From an optimization exercise on the open Yosys and OpenROAD flow, aimed at small area; shortcuts taken in it are not production practice.
The RTL was checked by simulation tests, not by an equivalence proof against the original design.

==> flow/design.v (outline; a module is shown in full before it is edited, if it fits) <==
// module neuron: 351 lines
// module relu_sign: 7 lines
// module fa_cell: 10 lines
// module ha_cell: 9 lines
// module sel3: 11 lines
// module g_or: 7 lines
// module g_xor: 7 lines
// module g_xnor: 7 lines
// module g_orn: 7 lines
// module layer_1: 43 lines
// module rec_enc: 44 lines
// module layer_2: 592 lines
// module nano_trigger: 43 lines
module nano_trigger (
    input clk,
    input rst,
    input signed [7:0] energy,
    input signed [7:0] isol,
    input signed [7:0] w1_1,
    input signed [7:0] w1_2,
    input signed [7:0] b1,
    input signed [7:0] w2_1,
    input signed [7:0] w2_2,
    input signed [7:0] b2,
    input signed [7:0] w3_1,
    input signed [7:0] w3_2,
    input signed [7:0] b3,
    input signed [7:0] l2_w1,
    input signed [7:0] l2_w2,
    input signed [7:0] l2_w3,
    input signed [7:0] l2_b,
    output trigger
);
  // ...
==> flow/flow/run.sh <==
#!/bin/bash
# The standard layout (standard.sh) with three changes: the input and
# output port buffers use the smallest buffer cell, clock tree synthesis adds
# no dummy loads, and it clusters up to 30 flip-flops per leaf buffer.  The
# full make output goes to standard_flow.log here.
set -euo pipefail
bash standard.sh \
  "BUFFER_PORTS_ARGS=-buffer_cell sky130_fd_sc_hd__buf_1" \
  "CTS_ARGS=-sink_clustering_enable -repair_clock_nets -buf_list sky130_fd_sc_hd__clkbuf_8 -sink_clustering_size 30 -sink_clustering_max_diameter 200 -dont_use_dummy_load" \
  finish > standard_flow.log 2>&1
==> flow/standard.sh <==
#!/bin/bash
# synth_recipe.tcl (not shown) runs the flow's synth.tcl, then flattens the netlist and writes it again
# the make line also repeats each setting of config.mk as NAME=value (left out here)
make -C /OpenROAD-flow-scripts/flow DESIGN_CONFIG=/design/flow/config.mk WORK_HOME=/design/flow/orfs CLKGATE_MAP_FILE= SYNTH_SCRIPT=/design/flow/synth_recipe.tcl "${@:-finish}"
==> flow/config.mk <==
export PLATFORM = sky130hd
export DESIGN_NAME = nano_trigger
export DESIGN_NICKNAME = nano_trigger
export VERILOG_FILES = /design/flow/design.v
export SDC_FILE = /design/flow/constraint.sdc
export NUM_CORES = 4
export LEC_CHECK = 0
export CAP_MARGIN = 5
export CORE_MARGIN = 2
export CORE_UTILIZATION = 60
export CTS_BUF_LIST = sky130_fd_sc_hd__clkbuf_8
export CTS_CLUSTER_DIAMETER = 200
export CTS_CLUSTER_SIZE = 30
export SLEW_MARGIN = 5
export SYNTH_HIERARCHICAL = 1
==> flow/constraint.sdc <==
create_clock -name core_clock -period 18.0 [get_ports {clk}]
set_input_delay 3.6000 -clock core_clock [delete_from_list [all_inputs] [get_ports {clk}]]
set_output_delay 3.6000 -clock core_clock [all_outputs]
set_load 0.01 [all_outputs]
==> metrics.md, run 1 <==
| Metric | Value |
|---|---|
| Synth Register Bits | just over 80 |
| Post-layout util | 0.652 |
| Inst Count DP | 1641 |
| Worst setup EP type | output port |
| Post-synth top flop | dfrtp_1 |
| Top post-synthesis cells by area | fa_1, dfrtp_1, a222oi_1, nand2_1, xor2_1 |
| Hold Path Cell Cnt | 0 |
| Design area | about 0.015 mm^2 |
| Library cells used by synthesis | 32 |
| Layout Area Growth over Synthesis | 5.74% |
| Startpoint Class | primary input |
| Worst Hold Margin | about 320 ps |
| Ys Warns | 7 |
| Total of max-cap violations | 0 |
| CTS Sinks | 81 |
| Mux cell area share after synthesis | 0.0263 |
| Critical path origin | l2_w1[5] |
| Initial antenna violation count | 1 |
| Worst R2R Path Depth | 10 |
| CTS Buffer Depth | 2 |
| Post_cts resized | 0 |
| Kind of critical path | in2out |
| Status | no timing/DRC/antenna violations |
==> module neuron, before the edit <==
module neuron (
    input clk,
    input rst,
    input [2:0] x1_p1,
    input [2:0] x1_p2,
    input [2:0] x1_m1,
    input [2:0] x1_m1n,
    input [2:0] x1_nz,
    input x1_one3,
    input x1_two3,
    input x1_nz3,
    input x1_neg3,
    input x1_neg3n,
    input [2:0] x2_p1,
    input [2:0] x2_p2,
    input [2:0] x2_m1,
    input [2:0] x2_m1n,
    input [2:0] x2_nz,
    input x2_one3,
    input x2_two3,
    input x2_nz3,
    input x2_neg3,
    input x2_neg3n,
    input [7:0] w1,
    input [7:0] w2,
    input [7:0] b,
    output reg [8:0] y
);
    reg [8:0] u;
    reg [8:0] r;
    wire [7:0] w1n = ~w1;
    wire [7:0] w2n = ~w2;
    wire n0 = ~((x1_p1[0] & w1[0]) | (x1_m1[0] & w1n[0]));
    wire n1;
    sel3 u_n1 (.a1(x1_p1[0]), .a2(w1[1]), .b1(x1_p2[0]), .b2(w1[0]), .c1(x1_m1[0]), .c2(w1n[1]), .y(n1));
    wire n2;
    sel3 u_n2 (.a1(x1_p1[0]), .a2(w1[2]), .b1(x1_p2[0]), .b2(w1[1]), .c1(x1_m1[0]), .c2(w1n[2]), .y(n2));
    wire n3;
    sel3 u_n3 (.a1(x1_p1[0]), .a2(w1[3]), .b1(x1_p2[0]), .b2(w1[2]), .c1(x1_m1[0]), .c2(w1n[3]), .y(n3));
    wire n4;
    sel3 u_n4 (.a1(x1_p1[0]), .a2(w1[4]), .b1(x1_p2[0]), .b2(w1[3]), .c1(x1_m1[0]), .c2(w1n[4]), .y(n4));
    wire n5;
    sel3 u_n5 (.a1(x1_p1[0]), .a2(w1[5]), .b1(x1_p2[0]), .b2(w1[4]), .c1(x1_m1[0]), .c2(w1n[5]), .y(n5));
    wire n6;
    sel3 u_n6 (.a1(x1_p1[0]), .a2(w1[6]), .b1(x1_p2[0]), .b2(w1[5]), .c1(x1_m1[0]), .c2(w1n[6]), .y(n6));
    wire n7;
    sel3 u_n7 (.a1(x1_p1[0]), .a2(w1[7]), .b1(x1_p2[0]), .b2(w1[6]), .c1(x1_m1[0]), .c2(w1n[7]), .y(n7));
    wire n8 = (x1_nz[0] & w1[7]) | (x1_m1[0] & w1n[7]);
    wire n9 = ~((x1_p1[1] & w1[0]) | (x1_m1[1] & w1n[0]));
    wire n10;
    sel3 u_n10 (.a1(x1_p1[1]), .a2(w1[1]), .b1(x1_p2[1]), .b2(w1[0]), .c1(x1_m1[1]), .c2(w1n[1]), .y(n10));
    wire n11;
    sel3 u_n11 (.a1(x1_p1[1]), .a2(w1[2]), .b1(x1_p2[1]), .b2(w1[1]), .c1(x1_m1[1]), .c2(w1n[2]), .y(n11));
    wire n12;
    sel3 u_n12 (.a1(x1_p1[1]), .a2(w1[3]), .b1(x1_p2[1]), .b2(w1[2]), .c1(x1_m1[1]), .c2(w1n[3]), .y(n12));
    wire n13;
    sel3 u_n13 (.a1(x1_p1[1]), .a2(w1[4]), .b1(x1_p2[1]), .b2(w1[3]), .c1(x1_m1[1]), .c2(w1n[4]), .y(n13));
    wire n14;
    sel3 u_n14 (.a1(x1_p1[1]), .a2(w1[5]), .b1(x1_p2[1]), .b2(w1[4]), .c1(x1_m1[1]), .c2(w1n[5]), .y(n14));
    wire n15;
    sel3 u_n15 (.a1(x1_p1[1]), .a2(w1[6]), .b1(x1_p2[1]), .b2(w1[5]), .c1(x1_m1[1]), .c2(w1n[6]), .y(n15));
    wire n16;
    sel3 u_n16 (.a1(x1_p1[1]), .a2(w1[7]), .b1(x1_p2[1]), .b2(w1[6]), .c1(x1_m1[1]), .c2(w1n[7]), .y(n16));
    wire n17 = (x1_nz[1] & w1[7]) | (x1_m1[1] & w1n[7]);
    wire n18 = ~((x1_p1[2] & w1[0]) | (x1_m1[2] & w1n[0]));
    wire n19;
    sel3 u_n19 (.a1(x1_p1[2]), .a2(w1[1]), .b1(x1_p2[2]), .b2(w1[0]), .c1(x1_m1[2]), .c2(w1n[1]), .y(n19));
    wire n20;
    sel3 u_n20 (.a1(x1_p1[2]), .a2(w1[2]), .b1(x1_p2[2]), .b2(w1[1]), .c1(x1_m1[2]), .c2(w1n[2]), .y(n20));
    wire n21;
    sel3 u_n21 (.a1(x1_p1[2]), .a2(w1[3]), .b1(x1_p2[2]), .b2(w1[2]), .c1(x1_m1[2]), .c2(w1n[3]), .y(n21));
    wire n22;
    sel3 u_n22 (.a1(x1_p1[2]), .a2(w1[4]), .b1(x1_p2[2]), .b2(w1[3]), .c1(x1_m1[2]), .c2(w1n[4]), .y(n22));
    wire n23;
    sel3 u_n23 (.a1(x1_p1[2]), .a2(w1[5]), .b1(x1_p2[2]), .b2(w1[4]), .c1(x1_m1[2]), .c2(w1n[5]), .y(n23));
    wire n24;
    sel3 u_n24 (.a1(x1_p1[2]), .a2(w1[6]), .b1(x1_p2[2]), .b2(w1[5]), .c1(x1_m1[2]), .c2(w1n[6]), .y(n24));
    wire n25;
    sel3 u_n25 (.a1(x1_p1[2]), .a2(w1[7]), .b1(x1_p2[2]), .b2(w1[6]), .c1(x1_m1[2]), .c2(w1n[7]), .y(n25));
    wire n26 = (x1_nz[2] & w1[7]) | (x1_m1[2] & w1n[7]);
    wire n27 = (~(x1_one3 & w1[0])) ^ x1_neg3;
    wire n28 = (~((x1_one3 & w1[1]) | (x1_two3 & w1[0]))) ^ x1_neg3;
    wire n29 = (~((x1_one3 & w1[2]) | (x1_two3 & w1[1]))) ^ x1_neg3;
    wire n30 = (~((x1_one3 & w1[3]) | (x1_two3 & w1[2]))) ^ x1_neg3;
    wire n31 = (~((x1_one3 & w1[4]) | (x1_two3 & w1[3]))) ^ x1_neg3;
    wire n32 = (~((x1_one3 & w1[5]) | (x1_two3 & w1[4]))) ^ x1_neg3;
    wire n33 = (~((x1_one3 & w1[6]) | (x1_two3 & w1[5]))) ^ x1_neg3;
    wire n34 = (~((x1_one3 & w1[7]) | (x1_two3 & w1[6]))) ^ x1_neg3;
    wire n35 = (x1_nz3 & w1[7]) ^ x1_neg3;
    wire n36 = ~((x2_p1[0] & w2[0]) | (x2_m1[0] & w2n[0]));
    wire n37;
    sel3 u_n37 (.a1(x2_p1[0]), .a2(w2[1]), .b1(x2_p2[0]), .b2(w2[0]), .c1(x2_m1[0]), .c2(w2n[1]), .y(n37));
    wire n38;
    sel3 u_n38 (.a1(x2_p1[0]), .a2(w2[2]), .b1(x2_p2[0]), .b2(w2[1]), .c1(x2_m1[0]), .c2(w2n[2]), .y(n38));
    wire n39;
    sel3 u_n39 (.a1(x2_p1[0]), .a2(w2[3]), .b1(x2_p2[0]), .b2(w2[2]), .c1(x2_m1[0]), .c2(w2n[3]), .y(n39));
    wire n40;
    sel3 u_n40 (.a1(x2_p1[0]), .a2(w2[4]), .b1(x2_p2[0]), .b2(w2[3]), .c1(x2_m1[0]), .c2(w2n[4]), .y(n40));
    wire n41;
    sel3 u_n41 (.a1(x2_p1[0]), .a2(w2[5]), .b1(x2_p2[0]), .b2(w2[4]), .c1(x2_m1[0]), .c2(w2n[5]), .y(n41));
    wire n42;
    sel3 u_n42 (.a1(x2_p1[0]), .a2(w2[6]), .b1(x2_p2[0]), .b2(w2[5]), .c1(x2_m1[0]), .c2(w2n[6]), .y(n42));
    wire n43;
    sel3 u_n43 (.a1(x2_p1[0]), .a2(w2[7]), .b1(x2_p2[0]), .b2(w2[6]), .c1(x2_m1[0]), .c2(w2n[7]), .y(n43));
    wire n44 = (x2_nz[0] & w2[7]) | (x2_m1[0] & w2n[7]);
    wire n45 = ~((x2_p1[1] & w2[0]) | (x2_m1[1] & w2n[0]));
    wire n46;
    sel3 u_n46 (.a1(x2_p1[1]), .a2(w2[1]), .b1(x2_p2[1]), .b2(w2[0]), .c1(x2_m1[1]), .c2(w2n[1]), .y(n46));
    wire n47;
    sel3 u_n47 (.a1(x2_p1[1]), .a2(w2[2]), .b1(x2_p2[1]), .b2(w2[1]), .c1(x2_m1[1]), .c2(w2n[2]), .y(n47));
    wire n48;
    sel3 u_n48 (.a1(x2_p1[1]), .a2(w2[3]), .b1(x2_p2[1]), .b2(w2[2]), .c1(x2_m1[1]), .c2(w2n[3]), .y(n48));
    wire n49;
    sel3 u_n49 (.a1(x2_p1[1]), .a2(w2[4]), .b1(x2_p2[1]), .b2(w2[3]), .c1(x2_m1[1]), .c2(w2n[4]), .y(n49));
    wire n50;
    sel3 u_n50 (.a1(x2_p1[1]), .a2(w2[5]), .b1(x2_p2[1]), .b2(w2[4]), .c1(x2_m1[1]), .c2(w2n[5]), .y(n50));
    wire n51;
    sel3 u_n51 (.a1(x2_p1[1]), .a2(w2[6]), .b1(x2_p2[1]), .b2(w2[5]), .c1(x2_m1[1]), .c2(w2n[6]), .y(n51));
    wire n52;
    sel3 u_n52 (.a1(x2_p1[1]), .a2(w2[7]), .b1(x2_p2[1]), .b2(w2[6]), .c1(x2_m1[1]), .c2(w2n[7]), .y(n52));
    wire n53 = (x2_nz[1] & w2[7]) | (x2_m1[1] & w2n[7]);
    wire n54 = ~((x2_p1[2] & w2[0]) | (x2_m1[2] & w2n[0]));
    wire n55;
    sel3 u_n55 (.a1(x2_p1[2]), .a2(w2[1]), .b1(x2_p2[2]), .b2(w2[0]), .c1(x2_m1[2]), .c2(w2n[1]), .y(n55));
    wire n56;
    sel3 u_n56 (.a1(x2_p1[2]), .a2(w2[2]), .b1(x2_p2[2]), .b2(w2[1]), .c1(x2_m1[2]), .c2(w2n[2]), .y(n56));
    wire n57;
    sel3 u_n57 (.a1(x2_p1[2]), .a2(w2[3]), .b1(x2_p2[2]), .b2(w2[2]), .c1(x2_m1[2]), .c2(w2n[3]), .y(n57));
    wire n58;
    sel3 u_n58 (.a1(x2_p1[2]), .a2(w2[4]), .b1(x2_p2[2]), .b2(w2[3]), .c1(x2_m1[2]), .c2(w2n[4]), .y(n58));
    wire n59;
    sel3 u_n59 (.a1(x2_p1[2]), .a2(w2[5]), .b1(x2_p2[2]), .b2(w2[4]), .c1(x2_m1[2]), .c2(w2n[5]), .y(n59));
    wire n60;
    sel3 u_n60 (.a1(x2_p1[2]), .a2(w2[6]), .b1(x2_p2[2]), .b2(w2[5]), .c1(x2_m1[2]), .c2(w2n[6]), .y(n60));
    wire n61;
    sel3 u_n61 (.a1(x2_p1[2]), .a2(w2[7]), .b1(x2_p2[2]), .b2(w2[6]), .c1(x2_m1[2]), .c2(w2n[7]), .y(n61));
    wire n62 = (x2_nz[2] & w2[7]) | (x2_m1[2] & w2n[7]);
    wire n63 = (~(x2_one3 & w2[0])) ^ x2_neg3;
    wire n64 = (~((x2_one3 & w2[1]) | (x2_two3 & w2[0]))) ^ x2_neg3;
    wire n65 = (~((x2_one3 & w2[2]) | (x2_two3 & w2[1]))) ^ x2_neg3;
    wire n66 = (~((x2_one3 & w2[3]) | (x2_two3 & w2[2]))) ^ x2_neg3;
    wire n67 = (~((x2_one3 & w2[4]) | (x2_two3 & w2[3]))) ^ x2_neg3;
    wire n68 = (~((x2_one3 & w2[5]) | (x2_two3 & w2[4]))) ^ x2_neg3;
    wire n69 = (~((x2_one3 & w2[6]) | (x2_two3 & w2[5]))) ^ x2_neg3;
    wire n70 = (~((x2_one3 & w2[7]) | (x2_two3 & w2[6]))) ^ x2_neg3;
    wire n71 = (x2_nz3 & w2[7]) ^ x2_neg3;
    wire n72;
    g_or u_n72 (.a(x1_m1n[0]), .b(n0), .y(n72));
    wire n73;
    g_or u_n73 (.a(n1), .b(n72), .y(n73));
    wire n74, n75;
    fa_cell u_n74 (.a(x1_m1n[1]), .b(n2), .c(n9), .s(n74), .co(n75));
    wire n76;
    g_or u_n76 (.a(n73), .b(n74), .y(n76));
    wire n77, n78;
    fa_cell u_n77 (.a(n3), .b(n10), .c(n75), .s(n77), .co(n78));
    wire n79;
    g_or u_n79 (.a(n76), .b(n77), .y(n79));
    wire n80, n81;
    fa_cell u_n80 (.a(x1_m1n[2]), .b(n4), .c(n11), .s(n80), .co(n81));
    wire n82, n83;
    fa_cell u_n82 (.a(n18), .b(n80), .c(n78), .s(n82), .co(n83));
    wire n84;
    g_or u_n84 (.a(n79), .b(n82), .y(n84));
    wire n85, n86;
    fa_cell u_n85 (.a(n5), .b(n12), .c(n19), .s(n85), .co(n86));
    wire n87, n88;
    fa_cell u_n87 (.a(n81), .b(n85), .c(n83), .s(n87), .co(n88));
    wire n89;
    g_or u_n89 (.a(n84), .b(n87), .y(n89));
    wire n90, n91;
    fa_cell u_n90 (.a(x1_neg3n), .b(n6), .c(n13), .s(n90), .co(n91));
    wire n92, n93;
    fa_cell u_n92 (.a(n20), .b(n27), .c(n86), .s(n92), .co(n93));
    wire n94, n95;
    fa_cell u_n94 (.a(n90), .b(n92), .c(n88), .s(n94), .co(n95));
    wire n96;
    g_or u_n96 (.a(n89), .b(n94), .y(n96));
    wire n97;
    g_or u_n97 (.a(x2_m1n[0]), .b(n36), .y(n97));
    wire n98;
    g_or u_n98 (.a(n37), .b(n97), .y(n98));
    wire n99, n100;
    fa_cell u_n99 (.a(x2_m1n[1]), .b(n38), .c(n45), .s(n99), .co(n100));
    wire n101;
    g_or u_n101 (.a(n98), .b(n99), .y(n101));
    wire n102, n103;
    fa_cell u_n102 (.a(n39), .b(n46), .c(n100), .s(n102), .co(n103));
    wire n104;
    g_or u_n104 (.a(n101), .b(n102), .y(n104));
    wire n105, n106;
    fa_cell u_n105 (.a(x2_m1n[2]), .b(n40), .c(n47), .s(n105), .co(n106));
    wire n107, n108;
    fa_cell u_n107 (.a(n54), .b(n105), .c(n103), .s(n107), .co(n108));
    wire n109;
    g_or u_n109 (.a(n104), .b(n107), .y(n109));
    wire n110, n111;
    fa_cell u_n110 (.a(n41), .b(n48), .c(n55), .s(n110), .co(n111));
    wire n112, n113;
    fa_cell u_n112 (.a(n106), .b(n110), .c(n108), .s(n112), .co(n113));
    wire n114;
    g_or u_n114 (.a(n109), .b(n112), .y(n114));
    wire n115, n116;
    fa_cell u_n115 (.a(x2_neg3n), .b(n42), .c(n49), .s(n115), .co(n116));
    wire n117, n118;
    fa_cell u_n117 (.a(n56), .b(n63), .c(n111), .s(n117), .co(n118));
    wire n119, n120;
    fa_cell u_n119 (.a(n115), .b(n117), .c(n113), .s(n119), .co(n120));
    wire n121;
    g_or u_n121 (.a(n114), .b(n119), .y(n121));
    wire n122, n123;
    ha_cell u_n122 (.a(n7), .b(n14), .s(n122), .co(n123));
    wire n124, n125;
    fa_cell u_n124 (.a(n21), .b(n28), .c(n43), .s(n124), .co(n125));
    wire n126, n127;
    fa_cell u_n126 (.a(n50), .b(n57), .c(n64), .s(n126), .co(n127));
    wire n128, n129;
    fa_cell u_n128 (.a(n122), .b(n91), .c(n116), .s(n128), .co(n129));
    wire n130, n131;
    fa_cell u_n130 (.a(n124), .b(n126), .c(n93), .s(n130), .co(n131));
    wire n132, n133;
    fa_cell u_n132 (.a(n118), .b(n128), .c(n130), .s(n132), .co(n133));
    wire n134, n135;
    fa_cell u_n134 (.a(n132), .b(n95), .c(n120), .s(n134), .co(n135));
    wire n136, n137;
    fa_cell u_n136 (.a(n96), .b(n121), .c(n134), .s(n136), .co(n137));
    wire n138, n139;
    ha_cell u_n138 (.a(n8), .b(n15), .s(n138), .co(n139));
    wire n140, n141;
    fa_cell u_n140 (.a(n22), .b(n29), .c(n44), .s(n140), .co(n141));
    wire n142, n143;
    fa_cell u_n142 (.a(n51), .b(n58), .c(n65), .s(n142), .co(n143));
    wire n144, n145;
    fa_cell u_n144 (.a(n123), .b(n138), .c(n125), .s(n144), .co(n145));
    wire n146, n147;
    fa_cell u_n146 (.a(n127), .b(n140), .c(n142), .s(n146), .co(n147));
    wire n148, n149;
    fa_cell u_n148 (.a(n129), .b(n144), .c(n146), .s(n148), .co(n149));
    wire n150, n151;
    fa_cell u_n150 (.a(n131), .b(n148), .c(n133), .s(n150), .co(n151));
    wire n152, n153;
    fa_cell u_n152 (.a(n150), .b(n135), .c(n137), .s(n152), .co(n153));
    wire n154, n155;
    fa_cell u_n154 (.a(n16), .b(n23), .c(n30), .s(n154), .co(n155));
    wire n156, n157;
    fa_cell u_n156 (.a(n52), .b(n59), .c(n66), .s(n156), .co(n157));
    wire n158, n159;
    fa_cell u_n158 (.a(n139), .b(n141), .c(n143), .s(n158), .co(n159));
    wire n160, n161;
    fa_cell u_n160 (.a(n154), .b(n156), .c(n145), .s(n160), .co(n161));
    wire n162, n163;
    fa_cell u_n162 (.a(n147), .b(n158), .c(n160), .s(n162), .co(n163));
    wire n164, n165;
    fa_cell u_n164 (.a(n149), .b(n162), .c(n151), .s(n164), .co(n165));
    wire n166;
    g_or u_n166 (.a(n164), .b(n153), .y(n166));
    wire n167;
    g_xnor u_n167 (.a(n164), .b(n153), .y(n167));
    wire n168, n169;
    ha_cell u_n168 (.a(n17), .b(n24), .s(n168), .co(n169));
    wire n170, n171;
    fa_cell u_n170 (.a(n31), .b(n53), .c(n60), .s(n170), .co(n171));
    wire n172, n173;
    fa_cell u_n172 (.a(n67), .b(n168), .c(n155), .s(n172), .co(n173));
    wire n174, n175;
    fa_cell u_n174 (.a(n157), .b(n170), .c(n159), .s(n174), .co(n175));
    wire n176, n177;
    fa_cell u_n176 (.a(n172), .b(n161), .c(n174), .s(n176), .co(n177));
    wire n178, n179;
    fa_cell u_n178 (.a(n163), .b(n176), .c(n165), .s(n178), .co(n179));
    wire n180;
    g_or u_n180 (.a(n178), .b(n166), .y(n180));
    wire n181;
    g_xnor u_n181 (.a(n178), .b(n166), .y(n181));
    wire n182, n183;
    fa_cell u_n182 (.a(n25), .b(n32), .c(n61), .s(n182), .co(n183));
    wire n184, n185;
    fa_cell u_n184 (.a(n68), .b(n169), .c(n171), .s(n184), .co(n185));
    wire n186, n187;
    fa_cell u_n186 (.a(n182), .b(n173), .c(n184), .s(n186), .co(n187));
    wire n188, n189;
    fa_cell u_n188 (.a(n175), .b(n186), .c(n177), .s(n188), .co(n189));
    wire n190, n191;
    fa_cell u_n190 (.a(n188), .b(n179), .c(n180), .s(n190), .co(n191));
    wire n192, n193;
    ha_cell u_n192 (.a(n26), .b(n33), .s(n192), .co(n193));
    wire n194, n195;
    fa_cell u_n194 (.a(n62), .b(n69), .c(n192), .s(n194), .co(n195));
    wire n196, n197;
    fa_cell u_n196 (.a(n183), .b(n185), .c(n194), .s(n196), .co(n197));
    wire n198, n199;
    fa_cell u_n198 (.a(n187), .b(n196), .c(n189), .s(n198), .co(n199));
    wire n200;
    g_or u_n200 (.a(n198), .b(n191), .y(n200));
    wire n201;
    g_xnor u_n201 (.a(n198), .b(n191), .y(n201));
    wire n202, n203;
    fa_cell u_n202 (.a(n34), .b(n70), .c(n193), .s(n202), .co(n203));
    wire n204, n205;
    fa_cell u_n204 (.a(n195), .b(n202), .c(n197), .s(n204), .co(n205));
    wire n206, n207;
    fa_cell u_n206 (.a(n204), .b(n199), .c(n200), .s(n206), .co(n207));
    wire n208, n209;
    ha_cell u_n208 (.a(n35), .b(n71), .s(n208), .co(n209));
    wire n210, n211;
    fa_cell u_n210 (.a(n208), .b(n203), .c(n205), .s(n210), .co(n211));
    wire n212;
    g_or u_n212 (.a(n210), .b(n207), .y(n212));
    wire n213;
    g_xnor u_n213 (.a(n210), .b(n207), .y(n213));
    wire n214, n215;
    fa_cell u_n214 (.a(n209), .b(n211), .c(n212), .s(n214), .co(n215));
    wire [8:0] u_next = {n214, n213, n206, n201, n190, n181, n167, n152, n136};
    wire n216;
    g_orn u_n216 (.a(b[0]), .b(u[0]), .y(n216));
    wire n217;
    g_xnor u_n217 (.a(b[0]), .b(u[0]), .y(n217));
    wire n218, n219;
    fa_cell u_n218 (.a(b[1]), .b(~u[1]), .c(n216), .s(n218), .co(n219));
    wire n220, n221;
    fa_cell u_n220 (.a(b[2]), .b(~u[2]), .c(n219), .s(n220), .co(n221));
    wire n222, n223;
    fa_cell u_n222 (.a(b[3]), .b(~u[3]), .c(n221), .s(n222), .co(n223));
    wire n224, n225;
    fa_cell u_n224 (.a(b[4]), .b(~u[4]), .c(n223), .s(n224), .co(n225));
    wire n226, n227;
    fa_cell u_n226 (.a(b[5]), .b(~u[5]), .c(n225), .s(n226), .co(n227));
    wire n228, n229;
    fa_cell u_n228 (.a(b[6]), .b(~u[6]), .c(n227), .s(n228), .co(n229));
    wire n230, n231;
    ha_cell u_n230 (.a(b[7]), .b(u[7]), .s(n230), .co(n231));
    wire n232;
    g_orn u_n232 (.a(n230), .b(n229), .y(n232));
    wire n233;
    g_xor u_n233 (.a(n230), .b(n229), .y(n233));
    wire n234, n235;
    fa_cell u_n234 (.a(~u[8]), .b(n231), .c(n232), .s(n234), .co(n235));
    wire s_neg = n235;
    wire [8:0] r_next = {(~n234 & ~s_neg), (~n233 & ~s_neg), (n228 & ~s_neg), (n226 & ~s_neg), (n224 & ~s_neg), (n222 & ~s_neg), (n220 & ~s_neg), (n218 & ~s_neg), (~n217 & ~s_neg)};
    always @(posedge clk or posedge rst) begin
        if (rst) begin
            u <= 9'd0;
            r <= 9'd0;
            y <= 9'd0;
        end else begin
            u <= u_next;
            r <= r_next;
            y <= r;
        end
    end
endmodule
==> run 2: changes to the inputs <==
--- a/flow/design.v
+++ b/flow/design.v
@@ -41,49 +41,52 @@
     wire n4;
     sel3 u_n4 (.a1(x1_p1[0]), .a2(w1[4]), .b1(x1_p2[0]), .b2(w1[3]), .c1(x1_m1[0]), .c2(w1n[4]), .y(n4));
     wire n5;
     sel3 u_n5 (.a1(x1_p1[0]), .a2(w1[5]), .b1(x1_p2[0]), .b2(w1[4]), .c1(x1_m1[0]), .c2(w1n[5]), .y(n5));
     wire n6;
     sel3 u_n6 (.a1(x1_p1[0]), .a2(w1[6]), .b1(x1_p2[0]), .b2(w1[5]), .c1(x1_m1[0]), .c2(w1n[6]), .y(n6));
     wire n7;
     sel3 u_n7 (.a1(x1_p1[0]), .a2(w1[7]), .b1(x1_p2[0]), .b2(w1[6]), .c1(x1_m1[0]), .c2(w1n[7]), .y(n7));
-    wire n8 = (x1_nz[0] & w1[7]) | (x1_m1[0] & w1n[7]);
+    wire n8;
+    ao22 u_n8 (.a1(x1_nz[0]), .a2(w1[7]), .b1(x1_m1[0]), .b2(w1n[7]), .y(n8));
     wire n9 = ~((x1_p1[1] & w1[0]) | (x1_m1[1] & w1n[0]));
     wire n10;
     sel3 u_n10 (.a1(x1_p1[1]), .a2(w1[1]), .b1(x1_p2[1]), .b2(w1[0]), .c1(x1_m1[1]), .c2(w1n[1]), .y(n10));
     wire n11;
     sel3 u_n11 (.a1(x1_p1[1]), .a2(w1[2]), .b1(x1_p2[1]), .b2(w1[1]), .c1(x1_m1[1]), .c2(w1n[2]), .y(n11));
     wire n12;
     sel3 u_n12 (.a1(x1_p1[1]), .a2(w1[3]), .b1(x1_p2[1]), .b2(w1[2]), .c1(x1_m1[1]), .c2(w1n[3]), .y(n12));
     wire n13;
     sel3 u_n13 (.a1(x1_p1[1]), .a2(w1[4]), .b1(x1_p2[1]), .b2(w1[3]), .c1(x1_m1[1]), .c2(w1n[4]), .y(n13));
     wire n14;
     sel3 u_n14 (.a1(x1_p1[1]), .a2(w1[5]), .b1(x1_p2[1]), .b2(w1[4]), .c1(x1_m1[1]), .c2(w1n[5]), .y(n14));
     wire n15;
     sel3 u_n15 (.a1(x1_p1[1]), .a2(w1[6]), .b1(x1_p2[1]), .b2(w1[5]), .c1(x1_m1[1]), .c2(w1n[6]), .y(n15));
     wire n16;
     sel3 u_n16 (.a1(x1_p1[1]), .a2(w1[7]), .b1(x1_p2[1]), .b2(w1[6]), .c1(x1_m1[1]), .c2(w1n[7]), .y(n16));
-    wire n17 = (x1_nz[1] & w1[7]) | (x1_m1[1] & w1n[7]);
+    wire n17;
+    ao22 u_n17 (.a1(x1_nz[1]), .a2(w1[7]), .b1(x1_m1[1]), .b2(w1n[7]), .y(n17));
     wire n18 = ~((x1_p1[2] & w1[0]) | (x1_m1[2] & w1n[0]));
     wire n19;
     sel3 u_n19 (.a1(x1_p1[2]), .a2(w1[1]), .b1(x1_p2[2]), .b2(w1[0]), .c1(x1_m1[2]), .c2(w1n[1]), .y(n19));
     wire n20;
     sel3 u_n20 (.a1(x1_p1[2]), .a2(w1[2]), .b1(x1_p2[2]), .b2(w1[1]), .c1(x1_m1[2]), .c2(w1n[2]), .y(n20));
     wire n21;
     sel3 u_n21 (.a1(x1_p1[2]), .a2(w1[3]), .b1(x1_p2[2]), .b2(w1[2]), .c1(x1_m1[2]), .c2(w1n[3]), .y(n21));
     wire n22;
     sel3 u_n22 (.a1(x1_p1[2]), .a2(w1[4]), .b1(x1_p2[2]), .b2(w1[3]), .c1(x1_m1[2]), .c2(w1n[4]), .y(n22));
     wire n23;
     sel3 u_n23 (.a1(x1_p1[2]), .a2(w1[5]), .b1(x1_p2[2]), .b2(w1[4]), .c1(x1_m1[2]), .c2(w1n[5]), .y(n23));
     wire n24;
     sel3 u_n24 (.a1(x1_p1[2]), .a2(w1[6]), .b1(x1_p2[2]), .b2(w1[5]), .c1(x1_m1[2]), .c2(w1n[6]), .y(n24));
     wire n25;
     sel3 u_n25 (.a1(x1_p1[2]), .a2(w1[7]), .b1(x1_p2[2]), .b2(w1[6]), .c1(x1_m1[2]), .c2(w1n[7]), .y(n25));
-    wire n26 = (x1_nz[2] & w1[7]) | (x1_m1[2] & w1n[7]);
+    wire n26;
+    ao22 u_n26 (.a1(x1_nz[2]), .a2(w1[7]), .b1(x1_m1[2]), .b2(w1n[7]), .y(n26));
     wire n27 = (~(x1_one3 & w1[0])) ^ x1_neg3;
     wire n28 = (~((x1_one3 & w1[1]) | (x1_two3 & w1[0]))) ^ x1_neg3;
     wire n29 = (~((x1_one3 & w1[2]) | (x1_two3 & w1[1]))) ^ x1_neg3;
     wire n30 = (~((x1_one3 & w1[3]) | (x1_two3 & w1[2]))) ^ x1_neg3;
     wire n31 = (~((x1_one3 & w1[4]) | (x1_two3 & w1[3]))) ^ x1_neg3;
     wire n32 = (~((x1_one3 & w1[5]) | (x1_two3 & w1[4]))) ^ x1_neg3;
     wire n33 = (~((x1_one3 & w1[6]) | (x1_two3 & w1[5]))) ^ x1_neg3;
     wire n34 = (~((x1_one3 & w1[7]) | (x1_two3 & w1[6]))) ^ x1_neg3;
@@ -98,154 +101,157 @@
     wire n40;
     sel3 u_n40 (.a1(x2_p1[0]), .a2(w2[4]), .b1(x2_p2[0]), .b2(w2[3]), .c1(x2_m1[0]), .c2(w2n[4]), .y(n40));
     wire n41;
     sel3 u_n41 (.a1(x2_p1[0]), .a2(w2[5]), .b1(x2_p2[0]), .b2(w2[4]), .c1(x2_m1[0]), .c2(w2n[5]), .y(n41));
     wire n42;
     sel3 u_n42 (.a1(x2_p1[0]), .a2(w2[6]), .b1(x2_p2[0]), .b2(w2[5]), .c1(x2_m1[0]), .c2(w2n[6]), .y(n42));
     wire n43;
     sel3 u_n43 (.a1(x2_p1[0]), .a2(w2[7]), .b1(x2_p2[0]), .b2(w2[6]), .c1(x2_m1[0]), .c2(w2n[7]), .y(n43));
-    wire n44 = (x2_nz[0] & w2[7]) | (x2_m1[0] & w2n[7]);
+    wire n44;
+    ao22 u_n44 (.a1(x2_nz[0]), .a2(w2[7]), .b1(x2_m1[0]), .b2(w2n[7]), .y(n44));
     wire n45 = ~((x2_p1[1] & w2[0]) | (x2_m1[1] & w2n[0]));
     wire n46;
     sel3 u_n46 (.a1(x2_p1[1]), .a2(w2[1]), .b1(x2_p2[1]), .b2(w2[0]), .c1(x2_m1[1]), .c2(w2n[1]), .y(n46));
     wire n47;
     sel3 u_n47 (.a1(x2_p1[1]), .a2(w2[2]), .b1(x2_p2[1]), .b2(w2[1]), .c1(x2_m1[1]), .c2(w2n[2]), .y(n47));
     wire n48;
     sel3 u_n48 (.a1(x2_p1[1]), .a2(w2[3]), .b1(x2_p2[1]), .b2(w2[2]), .c1(x2_m1[1]), .c2(w2n[3]), .y(n48));
     wire n49;
     sel3 u_n49 (.a1(x2_p1[1]), .a2(w2[4]), .b1(x2_p2[1]), .b2(w2[3]), .c1(x2_m1[1]), .c2(w2n[4]), .y(n49));
     wire n50;
     sel3 u_n50 (.a1(x2_p1[1]), .a2(w2[5]), .b1(x2_p2[1]), .b2(w2[4]), .c1(x2_m1[1]), .c2(w2n[5]), .y(n50));
     wire n51;
     sel3 u_n51 (.a1(x2_p1[1]), .a2(w2[6]), .b1(x2_p2[1]), .b2(w2[5]), .c1(x2_m1[1]), .c2(w2n[6]), .y(n51));
     wire n52;
     sel3 u_n52 (.a1(x2_p1[1]), .a2(w2[7]), .b1(x2_p2[1]), .b2(w2[6]), .c1(x2_m1[1]), .c2(w2n[7]), .y(n52));
-    wire n53 = (x2_nz[1] & w2[7]) | (x2_m1[1] & w2n[7]);
+    wire n53;
+    ao22 u_n53 (.a1(x2_nz[1]), .a2(w2[7]), .b1(x2_m1[1]), .b2(w2n[7]), .y(n53));
     wire n54 = ~((x2_p1[2] & w2[0]) | (x2_m1[2] & w2n[0]));
     wire n55;
     sel3 u_n55 (.a1(x2_p1[2]), .a2(w2[1]), .b1(x2_p2[2]), .b2(w2[0]), .c1(x2_m1[2]), .c2(w2n[1]), .y(n55));
     wire n56;
     sel3 u_n56 (.a1(x2_p1[2]), .a2(w2[2]), .b1(x2_p2[2]), .b2(w2[1]), .c1(x2_m1[2]), .c2(w2n[2]), .y(n56));
     wire n57;
     sel3 u_n57 (.a1(x2_p1[2]), .a2(w2[3]), .b1(x2_p2[2]), .b2(w2[2]), .c1(x2_m1[2]), .c2(w2n[3]), .y(n57));
     wire n58;
     sel3 u_n58 (.a1(x2_p1[2]), .a2(w2[4]), .b1(x2_p2[2]), .b2(w2[3]), .c1(x2_m1[2]), .c2(w2n[4]), .y(n58));
     wire n59;
     sel3 u_n59 (.a1(x2_p1[2]), .a2(w2[5]), .b1(x2_p2[2]), .b2(w2[4]), .c1(x2_m1[2]), .c2(w2n[5]), .y(n59));
     wire n60;
     sel3 u_n60 (.a1(x2_p1[2]), .a2(w2[6]), .b1(x2_p2[2]), .b2(w2[5]), .c1(x2_m1[2]), .c2(w2n[6]), .y(n60));
     wire n61;
     sel3 u_n61 (.a1(x2_p1[2]), .a2(w2[7]), .b1(x2_p2[2]), .b2(w2[6]), .c1(x2_m1[2]), .c2(w2n[7]), .y(n61));
-    wire n62 = (x2_nz[2] & w2[7]) | (x2_m1[2] & w2n[7]);
+    wire n62;
+    ao22 u_n62 (.a1(x2_nz[2]), .a2(w2[7]), .b1(x2_m1[2]), .b2(w2n[7]), .y(n62));
     wire n63 = (~(x2_one3 & w2[0])) ^ x2_neg3;
     wire n64 = (~((x2_one3 & w2[1]) | (x2_two3 & w2[0]))) ^ x2_neg3;
     wire n65 = (~((x2_one3 & w2[2]) | (x2_two3 & w2[1]))) ^ x2_neg3;
     wire n66 = (~((x2_one3 & w2[3]) | (x2_two3 & w2[2]))) ^ x2_neg3;
     wire n67 = (~((x2_one3 & w2[4]) | (x2_two3 & w2[3]))) ^ x2_neg3;
     wire n68 = (~((x2_one3 & w2[5]) | (x2_two3 & w2[4]))) ^ x2_neg3;
     wire n69 = (~((x2_one3 & w2[6]) | (x2_two3 & w2[5]))) ^ x2_neg3;
     wire n70 = (~((x2_one3 & w2[7]) | (x2_two3 & w2[6]))) ^ x2_neg3;
     wire n71 = (x2_nz3 & w2[7]) ^ x2_neg3;
     wire n72;
-    g_or u_n72 (.a(x1_m1n[0]), .b(n0), .y(n72));
+    g_nor u_n72 (.a(x1_m1n[0]), .b(n0), .y(n72));
     wire n73;
-    g_or u_n73 (.a(n1), .b(n72), .y(n73));
+    g_orn u_n73 (.a(n1), .b(n72), .y(n73));
     wire n74, n75;
     fa_cell u_n74 (.a(x1_m1n[1]), .b(n2), .c(n9), .s(n74), .co(n75));
     wire n76;
-    g_or u_n76 (.a(n73), .b(n74), .y(n76));
+    g_nor u_n76 (.a(n73), .b(n74), .y(n76));
     wire n77, n78;
     fa_cell u_n77 (.a(n3), .b(n10), .c(n75), .s(n77), .co(n78));
     wire n79;
-    g_or u_n79 (.a(n76), .b(n77), .y(n79));
+    g_orn u_n79 (.a(n77), .b(n76), .y(n79));
     wire n80, n81;
     fa_cell u_n80 (.a(x1_m1n[2]), .b(n4), .c(n11), .s(n80), .co(n81));
     wire n82, n83;
     fa_cell u_n82 (.a(n18), .b(n80), .c(n78), .s(n82), .co(n83));
     wire n84;
-    g_or u_n84 (.a(n79), .b(n82), .y(n84));
+    g_nor u_n84 (.a(n79), .b(n82), .y(n84));
     wire n85, n86;
     fa_cell u_n85 (.a(n5), .b(n12), .c(n19), .s(n85), .co(n86));
     wire n87, n88;
     fa_cell u_n87 (.a(n81), .b(n85), .c(n83), .s(n87), .co(n88));
     wire n89;
-    g_or u_n89 (.a(n84), .b(n87), .y(n89));
+    g_orn u_n89 (.a(n87), .b(n84), .y(n89));
     wire n90, n91;
     fa_cell u_n90 (.a(x1_neg3n), .b(n6), .c(n13), .s(n90), .co(n91));
     wire n92, n93;
     fa_cell u_n92 (.a(n20), .b(n27), .c(n86), .s(n92), .co(n93));
     wire n94, n95;
     fa_cell u_n94 (.a(n90), .b(n92), .c(n88), .s(n94), .co(n95));
     wire n96;
-    g_or u_n96 (.a(n89), .b(n94), .y(n96));
+    g_nor u_n96 (.a(n89), .b(n94), .y(n96));
     wire n97;
-    g_or u_n97 (.a(x2_m1n[0]), .b(n36), .y(n97));
+    g_nor u_n97 (.a(x2_m1n[0]), .b(n36), .y(n97));
     wire n98;
-    g_or u_n98 (.a(n37), .b(n97), .y(n98));
+    g_orn u_n98 (.a(n37), .b(n97), .y(n98));
     wire n99, n100;
     fa_cell u_n99 (.a(x2_m1n[1]), .b(n38), .c(n45), .s(n99), .co(n100));
     wire n101;
-    g_or u_n101 (.a(n98), .b(n99), .y(n101));
+    g_nor u_n101 (.a(n98), .b(n99), .y(n101));
     wire n102, n103;
     fa_cell u_n102 (.a(n39), .b(n46), .c(n100), .s(n102), .co(n103));
     wire n104;
-    g_or u_n104 (.a(n101), .b(n102), .y(n104));
+    g_orn u_n104 (.a(n102), .b(n101), .y(n104));
     wire n105, n106;
     fa_cell u_n105 (.a(x2_m1n[2]), .b(n40), .c(n47), .s(n105), .co(n106));
     wire n107, n108;
     fa_cell u_n107 (.a(n54), .b(n105), .c(n103), .s(n107), .co(n108));
     wire n109;
-    g_or u_n109 (.a(n104), .b(n107), .y(n109));
+    g_nor u_n109 (.a(n104), .b(n107), .y(n109));
     wire n110, n111;
     fa_cell u_n110 (.a(n41), .b(n48), .c(n55), .s(n110), .co(n111));
     wire n112, n113;
     fa_cell u_n112 (.a(n106), .b(n110), .c(n108), .s(n112), .co(n113));
     wire n114;
-    g_or u_n114 (.a(n109), .b(n112), .y(n114));
+    g_orn u_n114 (.a(n112), .b(n109), .y(n114));
     wire n115, n116;
     fa_cell u_n115 (.a(x2_neg3n), .b(n42), .c(n49), .s(n115), .co(n116));
     wire n117, n118;
     fa_cell u_n117 (.a(n56), .b(n63), .c(n111), .s(n117), .co(n118));
     wire n119, n120;
     fa_cell u_n119 (.a(n115), .b(n117), .c(n113), .s(n119), .co(n120));
     wire n121;
-    g_or u_n121 (.a(n114), .b(n119), .y(n121));
+    g_nor u_n121 (.a(n114), .b(n119), .y(n121));
     wire n122, n123;
     ha_cell u_n122 (.a(n7), .b(n14), .s(n122), .co(n123));
     wire n124, n125;
     fa_cell u_n124 (.a(n21), .b(n28), .c(n43), .s(n124), .co(n125));
     wire n126, n127;
     fa_cell u_n126 (.a(n50), .b(n57), .c(n64), .s(n126), .co(n127));
     wire n128, n129;
     fa_cell u_n128 (.a(n122), .b(n91), .c(n116), .s(n128), .co(n129));
     wire n130, n131;
     fa_cell u_n130 (.a(n124), .b(n126), .c(n93), .s(n130), .co(n131));
     wire n132, n133;
     fa_cell u_n132 (.a(n118), .b(n128), .c(n130), .s(n132), .co(n133));
     wire n134, n135;
     fa_cell u_n134 (.a(n132), .b(n95), .c(n120), .s(n134), .co(n135));
     wire n136, n137;
-    fa_cell u_n136 (.a(n96), .b(n121), .c(n134), .s(n136), .co(n137));
+    fa_cell u_n136 (.a(n96), .b(n121), .c(~n134), .s(n136), .co(n137));
     wire n138, n139;
     ha_cell u_n138 (.a(n8), .b(n15), .s(n138), .co(n139));
     wire n140, n141;
     fa_cell u_n140 (.a(n22), .b(n29), .c(n44), .s(n140), .co(n141));
     wire n142, n143;
     fa_cell u_n142 (.a(n51), .b(n58), .c(n65), .s(n142), .co(n143));
     wire n144, n145;
     fa_cell u_n144 (.a(n123), .b(n138), .c(n125), .s(n144), .co(n145));
     wire n146, n147;
     fa_cell u_n146 (.a(n127), .b(n140), .c(n142), .s(n146), .co(n147));
     wire n148, n149;
     fa_cell u_n148 (.a(n129), .b(n144), .c(n146), .s(n148), .co(n149));
     wire n150, n151;
     fa_cell u_n150 (.a(n131), .b(n148), .c(n133), .s(n150), .co(n151));
     wire n152, n153;
-    fa_cell u_n152 (.a(n150), .b(n135), .c(n137), .s(n152), .co(n153));
+    fa_cell u_n152 (.a(n150), .b(n135), .c(~n137), .s(n152), .co(n153));
     wire n154, n155;
     fa_cell u_n154 (.a(n16), .b(n23), .c(n30), .s(n154), .co(n155));
     wire n156, n157;
     fa_cell u_n156 (.a(n52), .b(n59), .c(n66), .s(n156), .co(n157));
     wire n158, n159;
     fa_cell u_n158 (.a(n139), .b(n141), .c(n143), .s(n158), .co(n159));
     wire n160, n161;
     fa_cell u_n160 (.a(n154), .b(n156), .c(n145), .s(n160), .co(n161));
@@ -306,17 +312,17 @@
     wire n210, n211;
     fa_cell u_n210 (.a(n208), .b(n203), .c(n205), .s(n210), .co(n211));
     wire n212;
     g_or u_n212 (.a(n210), .b(n207), .y(n212));
     wire n213;
     g_xnor u_n213 (.a(n210), .b(n207), .y(n213));
     wire n214, n215;
     fa_cell u_n214 (.a(n209), .b(n211), .c(n212), .s(n214), .co(n215));
-    wire [8:0] u_next = {n214, n213, n206, n201, n190, n181, n167, n152, n136};
+    wire [8:0] u_next = {n214, n213, n206, n201, n190, n181, n167, n152, ~n136};
     wire n216;
     g_orn u_n216 (.a(b[0]), .b(u[0]), .y(n216));
     wire n217;
     g_xnor u_n217 (.a(b[0]), .b(u[0]), .y(n217));
     wire n218, n219;
     fa_cell u_n218 (.a(b[1]), .b(~u[1]), .c(n216), .s(n218), .co(n219));
     wire n220, n221;
     fa_cell u_n220 (.a(b[2]), .b(~u[2]), .c(n219), .s(n220), .co(n221));
@@ -371,16 +377,25 @@
     input a,
     input b,
     output s,
     output co
 );
     assign s = a ^ b;
     assign co = a & b;
 endmodule
+module ao22 (
+    input a1,
+    input a2,
+    input b1,
+    input b2,
+    output y
+);
+    assign y = (a1 & a2) | (b1 & b2);
+endmodule
 module sel3 (
     input a1,
     input a2,
     input b1,
     input b2,
     input c1,
     input c2,
     output y
@@ -389,16 +404,23 @@
 endmodule
 module g_or (
     input a,
     input b,
     output y
 );
     assign y = a | b;
 endmodule
+module g_nor (
+    input a,
+    input b,
+    output y
+);
+    assign y = ~(a | b);
+endmodule
 module g_xor (
     input a,
     input b,
     output y
 );
     assign y = a ^ b;
 endmodule
 module g_xnor (
@@ -705,141 +727,141 @@
     wire m188 = ~((n3[7] & w3[2]) | (n3[8] & w3[1]));
     wire m189 = ~((n3[7] & w3[3]) | (n3[8] & w3[2]));
     wire m190 = ~((n3[7] & w3[4]) | (n3[8] & w3[3]));
     wire m191 = ~((n3[7] & w3[5]) | (n3[8] & w3[4]));
     wire m192 = ~((n3[7] & w3[6]) | (n3[8] & w3[5]));
     wire m193 = ~((n3[7] & w3[7]) | (n3[8] & w3[6]));
     wire m194 = (n3[7] | n3[8]) & w3[7];
     wire m195;
-    g_or u_m195 (.a(m1), .b(m8), .y(m195));
+    g_nor u_m195 (.a(m1), .b(m8), .y(m195));
     wire m196, m197;
     fa_cell u_m196 (.a(m2), .b(m9), .c(m16), .s(m196), .co(m197));
     wire m198;
-    g_or u_m198 (.a(m195), .b(m196), .y(m198));
+    g_orn u_m198 (.a(m196), .b(m195), .y(m198));
     wire m199, m200;
     fa_cell u_m199 (.a(m3), .b(m10), .c(m17), .s(m199), .co(m200));
     wire m201, m202;
     fa_cell u_m201 (.a(m24), .b(m197), .c(m199), .s(m201), .co(m202));
     wire m203;
-    g_or u_m203 (.a(m198), .b(m201), .y(m203));
+    g_nor u_m203 (.a(m198), .b(m201), .y(m203));
     wire m204, m205;
     fa_cell u_m204 (.a(m4), .b(m11), .c(m18), .s(m204), .co(m205));
     wire m206, m207;
     fa_cell u_m206 (.a(m25), .b(m32), .c(m200), .s(m206), .co(m207));
     wire m208, m209;
     fa_cell u_m208 (.a(m204), .b(m202), .c(m206), .s(m208), .co(m209));
     wire m210;
-    g_or u_m210 (.a(m203), .b(m208), .y(m210));
+    g_orn u_m210 (.a(m208), .b(m203), .y(m210));
     wire m211, m212;
     fa_cell u_m211 (.a(m5), .b(m12), .c(m19), .s(m211), .co(m212));
     wire m213, m214;
     fa_cell u_m213 (.a(m26), .b(m33), .c(m40), .s(m213), .co(m214));
     wire m215, m216;
     fa_cell u_m215 (.a(m205), .b(m211), .c(m213), .s(m215), .co(m216));
     wire m217, m218;
     fa_cell u_m217 (.a(m207), .b(m215), .c(m209), .s(m217), .co(m218));
     wire m219;
-    g_or u_m219 (.a(m210), .b(m217), .y(m219));
+    g_nor u_m219 (.a(m210), .b(m217), .y(m219));
     wire m220, m221;
     fa_cell u_m220 (.a(m6), .b(m13), .c(m20), .s(m220), .co(m221));
     wire m222, m223;
     fa_cell u_m222 (.a(m27), .b(m34), .c(m41), .s(m222), .co(m223));
     wire m224, m225;
     fa_cell u_m224 (.a(m48), .b(m212), .c(m214), .s(m224), .co(m225));
     wire m226, m227;
     fa_cell u_m226 (.a(m220), .b(m222), .c(m216), .s(m226), .co(m227));
     wire m228, m229;
     fa_cell u_m228 (.a(m224), .b(m226), .c(m218), .s(m228), .co(m229));
     wire m230;
-    g_or u_m230 (.a(m219), .b(m228), .y(m230));
+    g_orn u_m230 (.a(m228), .b(m219), .y(m230));
     wire m231;
-    g_or u_m231 (.a(m66), .b(m73), .y(m231));
+    g_nor u_m231 (.a(m66), .b(m73), .y(m231));
     wire m232, m233;
     fa_cell u_m232 (.a(m67), .b(m74), .c(m81), .s(m232), .co(m233));
     wire m234;
-    g_or u_m234 (.a(m231), .b(m232), .y(m234));
+    g_orn u_m234 (.a(m232), .b(m231), .y(m234));
     wire m235, m236;
     fa_cell u_m235 (.a(m68), .b(m75), .c(m82), .s(m235), .co(m236));
     wire m237, m238;
     fa_cell u_m237 (.a(m89), .b(m233), .c(m235), .s(m237), .co(m238));
     wire m239;
-    g_or u_m239 (.a(m234), .b(m237), .y(m239));
+    g_nor u_m239 (.a(m234), .b(m237), .y(m239));
     wire m240, m241;
     fa_cell u_m240 (.a(m69), .b(m76), .c(m83), .s(m240), .co(m241));
     wire m242, m243;
     fa_cell u_m242 (.a(m90), .b(m97), .c(m236), .s(m242), .co(m243));
     wire m244, m245;
     fa_cell u_m244 (.a(m240), .b(m238), .c(m242), .s(m244), .co(m245));
     wire m246;
-    g_or u_m246 (.a(m239), .b(m244), .y(m246));
+    g_orn u_m246 (.a(m244), .b(m239), .y(m246));
     wire m247, m248;
     fa_cell u_m247 (.a(m70), .b(m77), .c(m84), .s(m247), .co(m248));
     wire m249, m250;
     fa_cell u_m249 (.a(m91), .b(m98), .c(m105), .s(m249), .co(m250));
     wire m251, m252;
     fa_cell u_m251 (.a(m241), .b(m247), .c(m249), .s(m251), .co(m252));
     wire m253, m254;
     fa_cell u_m253 (.a(m243), .b(m251), .c(m245), .s(m253), .co(m254));
     wire m255;
-    g_or u_m255 (.a(m246), .b(m253), .y(m255));
+    g_nor u_m255 (.a(m246), .b(m253), .y(m255));
     wire m256, m257;
     fa_cell u_m256 (.a(m71), .b(m78), .c(m85), .s(m256), .co(m257));
     wire m258, m259;
     fa_cell u_m258 (.a(m92), .b(m99), .c(m106), .s(m258), .co(m259));
     wire m260, m261;
     fa_cell u_m260 (.a(m113), .b(m248), .c(m250), .s(m260), .co(m261));
     wire m262, m263;
     fa_cell u_m262 (.a(m256), .b(m258), .c(m252), .s(m262), .co(m263));
     wire m264, m265;
     fa_cell u_m264 (.a(m260), .b(m262), .c(m254), .s(m264), .co(m265));
     wire m266;
-    g_or u_m266 (.a(m255), .b(m264), .y(m266));
+    g_orn u_m266 (.a(m264), .b(m255), .y(m266));
     wire m267;
-    g_or u_m267 (.a(m131), .b(m138), .y(m267));
+    g_nor u_m267 (.a(m131), .b(m138), .y(m267));
     wire m268, m269;
     fa_cell u_m268 (.a(m132), .b(m139), .c(m146), .s(m268), .co(m269));
     wire m270;
-    g_or u_m270 (.a(m267), .b(m268), .y(m270));
+    g_orn u_m270 (.a(m268), .b(m267), .y(m270));
     wire m271, m272;
     fa_cell u_m271 (.a(m133), .b(m140), .c(m147), .s(m271), .co(m272));
     wire m273, m274;
     fa_cell u_m273 (.a(m154), .b(m269), .c(m271), .s(m273), .co(m274));
     wire m275;
-    g_or u_m275 (.a(m270), .b(m273), .y(m275));
+    g_nor u_m275 (.a(m270), .b(m273), .y(m275));
     wire m276, m277;
     fa_cell u_m276 (.a(m134), .b(m141), .c(m148), .s(m276), .co(m277));
     wire m278, m279;
     fa_cell u_m278 (.a(m155), .b(m162), .c(m272), .s(m278), .co(m279));
     wire m280, m281;
     fa_cell u_m280 (.a(m276), .b(m274), .c(m278), .s(m280), .co(m281));
     wire m282;
-    g_or u_m282 (.a(m275), .b(m280), .y(m282));
+    g_orn u_m282 (.a(m280), .b(m275), .y(m282));
     wire m283, m284;
     fa_cell u_m283 (.a(m135), .b(m142), .c(m149), .s(m283), .co(m284));
     wire m285, m286;
     fa_cell u_m285 (.a(m156), .b(m163), .c(m170), .s(m285), .co(m286));
     wire m287, m288;
     fa_cell u_m287 (.a(m277), .b(m283), .c(m285), .s(m287), .co(m288));
     wire m289, m290;
     fa_cell u_m289 (.a(m279), .b(m287), .c(m281), .s(m289), .co(m290));
     wire m291;
-    g_or u_m291 (.a(m282), .b(m289), .y(m291));
+    g_nor u_m291 (.a(m282), .b(m289), .y(m291));
     wire m292, m293;
     fa_cell u_m292 (.a(m136), .b(m143), .c(m150), .s(m292), .co(m293));
     wire m294, m295;
     fa_cell u_m294 (.a(m157), .b(m164), .c(m171), .s(m294), .co(m295));
     wire m296, m297;
     fa_cell u_m296 (.a(m178), .b(m284), .c(m286), .s(m296), .co(m297));
     wire m298, m299;
     fa_cell u_m298 (.a(m292), .b(m294), .c(m288), .s(m298), .co(m299));
     wire m300, m301;
     fa_cell u_m300 (.a(m296), .b(m298), .c(m290), .s(m300), .co(m301));
     wire m302;
-    g_or u_m302 (.a(m291), .b(m300), .y(m302));
+    g_orn u_m302 (.a(m300), .b(m291), .y(m302));
     wire m303, m304;
     fa_cell u_m303 (.a(m7), .b(m14), .c(m21), .s(m303), .co(m304));
     wire m305, m306;
     fa_cell u_m305 (.a(m28), .b(m35), .c(m42), .s(m305), .co(m306));
     wire m307, m308;
     fa_cell u_m307 (.a(m49), .b(m56), .c(m72), .s(m307), .co(m308));
     wire m309, m310;
     fa_cell u_m309 (.a(m79), .b(m86), .c(m93), .s(m309), .co(m310));
@@ -916,17 +938,17 @@
     fa_cell u_m378 (.a(m370), .b(m372), .c(m374), .s(m378), .co(m379));
     wire m380, m381;
     fa_cell u_m380 (.a(m334), .b(m336), .c(m376), .s(m380), .co(m381));
     wire m382, m383;
     fa_cell u_m382 (.a(m378), .b(m338), .c(m380), .s(m382), .co(m383));
     wire m384, m385;
     fa_cell u_m384 (.a(m340), .b(m342), .c(m382), .s(m384), .co(m385));
     wire m386;
-    g_or u_m386 (.a(m343), .b(m384), .y(m386));
+    g_nor u_m386 (.a(m343), .b(m384), .y(m386));
     wire m387, m388;
     fa_cell u_m387 (.a(m23), .b(m30), .c(m37), .s(m387), .co(m388));
     wire m389, m390;
     fa_cell u_m389 (.a(m44), .b(m51), .c(m58), .s(m389), .co(m390));
     wire m391, m392;
     fa_cell u_m391 (.a(m88), .b(m95), .c(m102), .s(m391), .co(m392));
     wire m393, m394;
     fa_cell u_m393 (.a(m109), .b(m116), .c(m123), .s(m393), .co(m394));
@@ -955,17 +977,17 @@
     wire m417, m418;
     fa_cell u_m417 (.a(b[2]), .b(m344), .c(~m411), .s(m417), .co(m418));
     wire m419, m420;
     fa_cell u_m419 (.a(m413), .b(m377), .c(m415), .s(m419), .co(m420));
     wire m421, m422;
     fa_cell u_m421 (.a(m379), .b(m381), .c(m419), .s(m421), .co(m422));
     wire m423, m424;
     fa_cell u_m423 (.a(~m417), .b(m383), .c(m421), .s(m423), .co(m424));
-    wire m425 = (m385 & m423) | (m385 & m386) | (m423 & m386);
+    wire m425 = (m385 & m423) | (m385 & ~m386) | (m423 & ~m386);
     wire m426, m427;
     fa_cell u_m426 (.a(m31), .b(m38), .c(m45), .s(m426), .co(m427));
     wire m428, m429;
     fa_cell u_m428 (.a(m52), .b(m59), .c(m96), .s(m428), .co(m429));
     wire m430, m431;
     fa_cell u_m430 (.a(m103), .b(m110), .c(m117), .s(m430), .co(m431));
     wire m432, m433;
     fa_cell u_m432 (.a(m124), .b(m161), .c(m168), .s(m432), .co(m433));
@@ -991,17 +1013,17 @@
     fa_cell u_m452 (.a(m446), .b(m414), .c(m448), .s(m452), .co(m453));
     wire m454, m455;
     fa_cell u_m454 (.a(m416), .b(m450), .c(~m418), .s(m454), .co(m455));
     wire m456, m457;
     fa_cell u_m456 (.a(m452), .b(m420), .c(m454), .s(m456), .co(m457));
     wire m458, m459;
     fa_cell u_m458 (.a(m422), .b(m456), .c(m424), .s(m458), .co(m459));
     wire m460;
-    g_or u_m460 (.a(m458), .b(m425), .y(m460));
+    g_nor u_m460 (.a(m458), .b(m425), .y(m460));
     wire m461, m462;
     fa_cell u_m461 (.a(m39), .b(m46), .c(m53), .s(m461), .co(m462));
     wire m463, m464;
     fa_cell u_m463 (.a(m60), .b(m104), .c(m111), .s(m463), .co(m464));
     wire m465, m466;
     fa_cell u_m465 (.a(m118), .b(m125), .c(m169), .s(m465), .co(m466));
     wire m467, m468;
     fa_cell u_m467 (.a(m176), .b(m183), .c(m190), .s(m467), .co(m468));
@@ -1020,17 +1042,17 @@
     wire m481, m482;
     fa_cell u_m481 (.a(m475), .b(m477), .c(m449), .s(m481), .co(m482));
     wire m483, m484;
     fa_cell u_m483 (.a(~b[4]), .b(m479), .c(m451), .s(m483), .co(m484));
     wire m485, m486;
     fa_cell u_m485 (.a(m481), .b(m453), .c(m455), .s(m485), .co(m486));
     wire m487, m488;
     fa_cell u_m487 (.a(m483), .b(m457), .c(m485), .s(m487), .co(m488));
-    wire m489 = (m487 & m459) | (m487 & m460) | (m459 & m460);
+    wire m489 = (m487 & m459) | (m487 & ~m460) | (m459 & ~m460);
     wire m490, m491;
     fa_cell u_m490 (.a(m47), .b(m54), .c(m61), .s(m490), .co(m491));
     wire m492, m493;
     fa_cell u_m492 (.a(m112), .b(m119), .c(m126), .s(m492), .co(m493));
     wire m494, m495;
     fa_cell u_m494 (.a(m177), .b(m184), .c(m191), .s(m494), .co(m495));
     wire m496, m497;
     fa_cell u_m496 (.a(m462), .b(m464), .c(m466), .s(m496), .co(m497));
@@ -1081,23 +1103,23 @@
     ha_cell u_m541 (.a(m64), .b(m129), .s(m541), .co(m542));
     wire m543, m544;
     fa_cell u_m543 (.a(m194), .b(m541), .c(m531), .s(m543), .co(m544));
     wire m545, m546;
     fa_cell u_m545 (.a(m533), .b(m543), .c(m535), .s(m545), .co(m546));
     wire m547, m548;
     fa_cell u_m547 (.a(m545), .b(m537), .c(m539), .s(m547), .co(m548));
     wire m549;
-    g_or u_m549 (.a(m547), .b(m540), .y(m549));
+    g_nor u_m549 (.a(m547), .b(m540), .y(m549));
     wire m550, m551;
     ha_cell u_m550 (.a(m542), .b(m544), .s(m550), .co(m551));
     wire m552, m553;
     fa_cell u_m552 (.a(m550), .b(m546), .c(m548), .s(m552), .co(m553));
     wire m554;
-    g_or u_m554 (.a(m552), .b(m549), .y(m554));
+    g_orn u_m554 (.a(m552), .b(m549), .y(m554));
     wire m555 = (m551 & m553) | (m551 & m554) | (m553 & m554);
     assign trigger = ~m555;
 endmodule
 `timescale 1ns / 1ps
 module nano_trigger (
     input clk,
     input rst,
     input signed [7:0] energy,
==> flow/flow/run.sh (replaced) <==
#!/bin/bash
# The standard layout (standard.sh) with two changes: the input and
# output port buffers use the smallest buffer cell, and clock tree synthesis
# adds no dummy loads.  The full make output goes to standard_flow.log here.
set -euo pipefail
bash standard.sh \
  "BUFFER_PORTS_ARGS=-buffer_cell sky130_fd_sc_hd__buf_1" \
  "CTS_ARGS=-sink_clustering_enable -repair_clock_nets -buf_list sky130_fd_sc_hd__clkbuf_8 -dont_use_dummy_load" \
  finish > standard_flow.log 2>&1
==> flow/config.mk (replaced) <==
export PLATFORM = sky130hd
export DESIGN_NAME = nano_trigger
export DESIGN_NICKNAME = nano_trigger
export VERILOG_FILES = /design/flow/design.v
export SDC_FILE = /design/flow/constraint.sdc
export NUM_CORES = 4
export LEC_CHECK = 0
export CAP_MARGIN = 10
export CORE_MARGIN = 2
export CORE_UTILIZATION = 50
export CTS_BUF_LIST = sky130_fd_sc_hd__clkbuf_8
export SLEW_MARGIN = 10
export SYNTH_HIERARCHICAL = 1
==> run 2 against run 1 <==
Compared with the run above:
- core utilization decreased by 11 points
- non-clock buffer count decreased by 1
- via count increased by 0.22%
- setup slack improved by 520 ps
- synthesized cell count increased by 0.81%
- flip-flop and latch count unchanged
- critical path depth increased by 1
- critical endpoint unchanged
- area after synthesis decreased by 0.66%
- clock skew decreased by 12 ps
==> metrics.md, run 2 <==
| Metric | Value |
|---|---|
| Status | no timing/DRC/antenna violations (unchanged) |
| Kind of critical path | in2out (unchanged) |
| Die Width | 174 um (was 160 um) |
| Fillers | 2630 (was 2000) |
| CTS Buffer Depth | 2 (unchanged) |
| Slowest-stage cell, CP | fa_1 (unchanged) |
| Post-Route M1 WL | 13.6 mm (was 13.1 mm) |
| Worst-case hold path end point | L1.N2.y[5] (was L1.N1.y[7]) |
| Initial antenna violation count | 2 (was 1) |
| Post_cts resized | 0 (unchanged) |
| Grt total ovfl | 0 (unchanged) |
| Worst Hold Margin | 337 ps (was 321 ps) |
| CTS Sinks | 81 (unchanged) |
| Worst setup EP type | output port (unchanged) |
| Synth area leader | fa_1 (unchanged) |
| Layout Area Growth over Synthesis | 6.31% (was 5.74%) |
| CTS tree | done (unchanged) |
| Top post-synthesis cells by area | fa_1, dfrtp_1, a222oi_1, nand2_1, xor2_1 (unchanged) |
| Hold Path Cell Cnt | 0 (unchanged) |
| Library cells used by synthesis | 32 (unchanged) |
| Synth Register Bits | 81 (unchanged) |
| Total of max-cap violations | 0 (unchanged) |
| Ys Warns | 7 (unchanged) |
| Finish-stage setup viols | 0 (unchanged) |
| Num CTS Buffers | 9 (unchanged) |
| Post-synth EDFFs | 0 (unchanged) |
| Worst R2R Path Depth | 10 (unchanged) |
| Synthesized area | 0.0145 mm^2 (was 0.0146 mm^2) |
| Startpoint Class | primary input (unchanged) |
| Post-synth top flop | dfrtp_1 (unchanged) |
[run 2: per-module statistics from Yosys, one instance, submodules excluded, a selection]
module,cells inside,cell area [um^2],copies in the design,flops+latches
neuron,109,1200,3,27
layer_2,240,1090,1,0
rec_enc,24,168,2,0
fa_cell,1,20.0,352,0
ha_cell,1,12.5,20,0
sel3,1,10.0,126,0
ao22,1,8.76,18,0
g_xnor,1,8.76,16,0
g_xor,1,8.76,15,0
g_or,1,6.26,12,0
g_orn,1,6.26,35,0
g_nor,1,3.75,36,0
[run 2: metal layers]
metal / vias up / GRT usage
met5: - / 0
met3: 58 / 0.0230
met2: 510 / 0.464
met4: 0 / 0.103
met1: 5302 / 0.321
li1: 4518 / -
[run 2: worst max path at each step]
stage | start | to | slack (ps) | cells past startpoint
after floorplan | l2_w1[6] | trigger | 5740 | 20
after CTS | l2_w1[2] | trigger | 5050 | 21
after global placement | l2_w1[5] | trigger | 5090 | 21
after global routing | l2_w1[5] | trigger | 4770 | 21
after detailed placement | l2_w1[2] | trigger | 5050 | 21
final | l2_w1[2] | trigger | 5090 | 21
[run 2: stage by stage]
| step | setup slack, ps | util | instance area (um^2) | cells |
|---|---|---|---|---|
| 2_1_floorplan | 5740 | - | 14500 | 1245 |
| 3_3_place_gp | 5090 | 0.534 | 15200 | 1715 |
| 3_5_place_dp | 5050 | 0.534 | 15200 | 1715 |
| 4_1_cts | 5050 | 0.538 | 15400 | 1724 |
| 5_1_grt | 4770 | 0.538 | 15400 | 1726 |
| 6_report | 5090 | 0.538 | 15400 | 1726 |
[run 2: kinds of logic after synthesis]
family / after synthesis / synth area share
AND/OR/NAND/NOR: 312 / 0.101
multiplexers: 18 / 0.0125
AO/OA/AOI/OAI: 221 / 0.139
buffers and inverters: 148 / 0.0447
flip-flops: 81 / 0.140
adder cells (fa/ha/maj): 380 / 0.511
XOR/XNOR: 85 / 0.0515
[run 2: area by class of cell]
| type | instances | area share |
|---|---|---|
| Tap cell | 384 | 0.0313 |
| Antenna cell | 2 | 0.000326 |
| Inverter | 98 | 0.0239 |
| Clock buffer | 9 | 0.00806 |
| Multi-Input combinational cell | 1016 | 0.768 |
| Sequential cell | 81 | 0.132 |
| Timing Repair Buffer | 136 | 0.0368 |

[static timing again, ports no longer ideal]
Ports are ideal in the flow. The routed layouts listed here were re-timed in OpenROAD. Step 1: set_driving_cell puts a clkbuf_16 on clk and a buf_2 on each other input, an assumption about the parent block. Step 2, shift: input delay + t, output delay - t, t = (earliest + latest rising clock arrival at the registers) / 2. This alone moves slack from input paths to output paths. Slacks: ideal / step 1 / step 2; pairs: ideal / step 1.
run | t (ns) | setup WS [ns] | worst setup path at the end | slew at the worst register clock pin (ns) | worst slew at a driven data input, ns
run 1 | 0.387 | 4.562 / 4.521 / 4.521 | input to output | 0.10 / 0.10 | 0.08
run 2 | 0.382 | 5.087 / 5.065 / 5.065 | input to output | 0.08 / 0.08 | 0.08
After both steps every run listed still meets setup and hold. The setup slack of run 1, which loses most, moves by -0.041 ns with the drivers and by -0.041 ns with both steps.
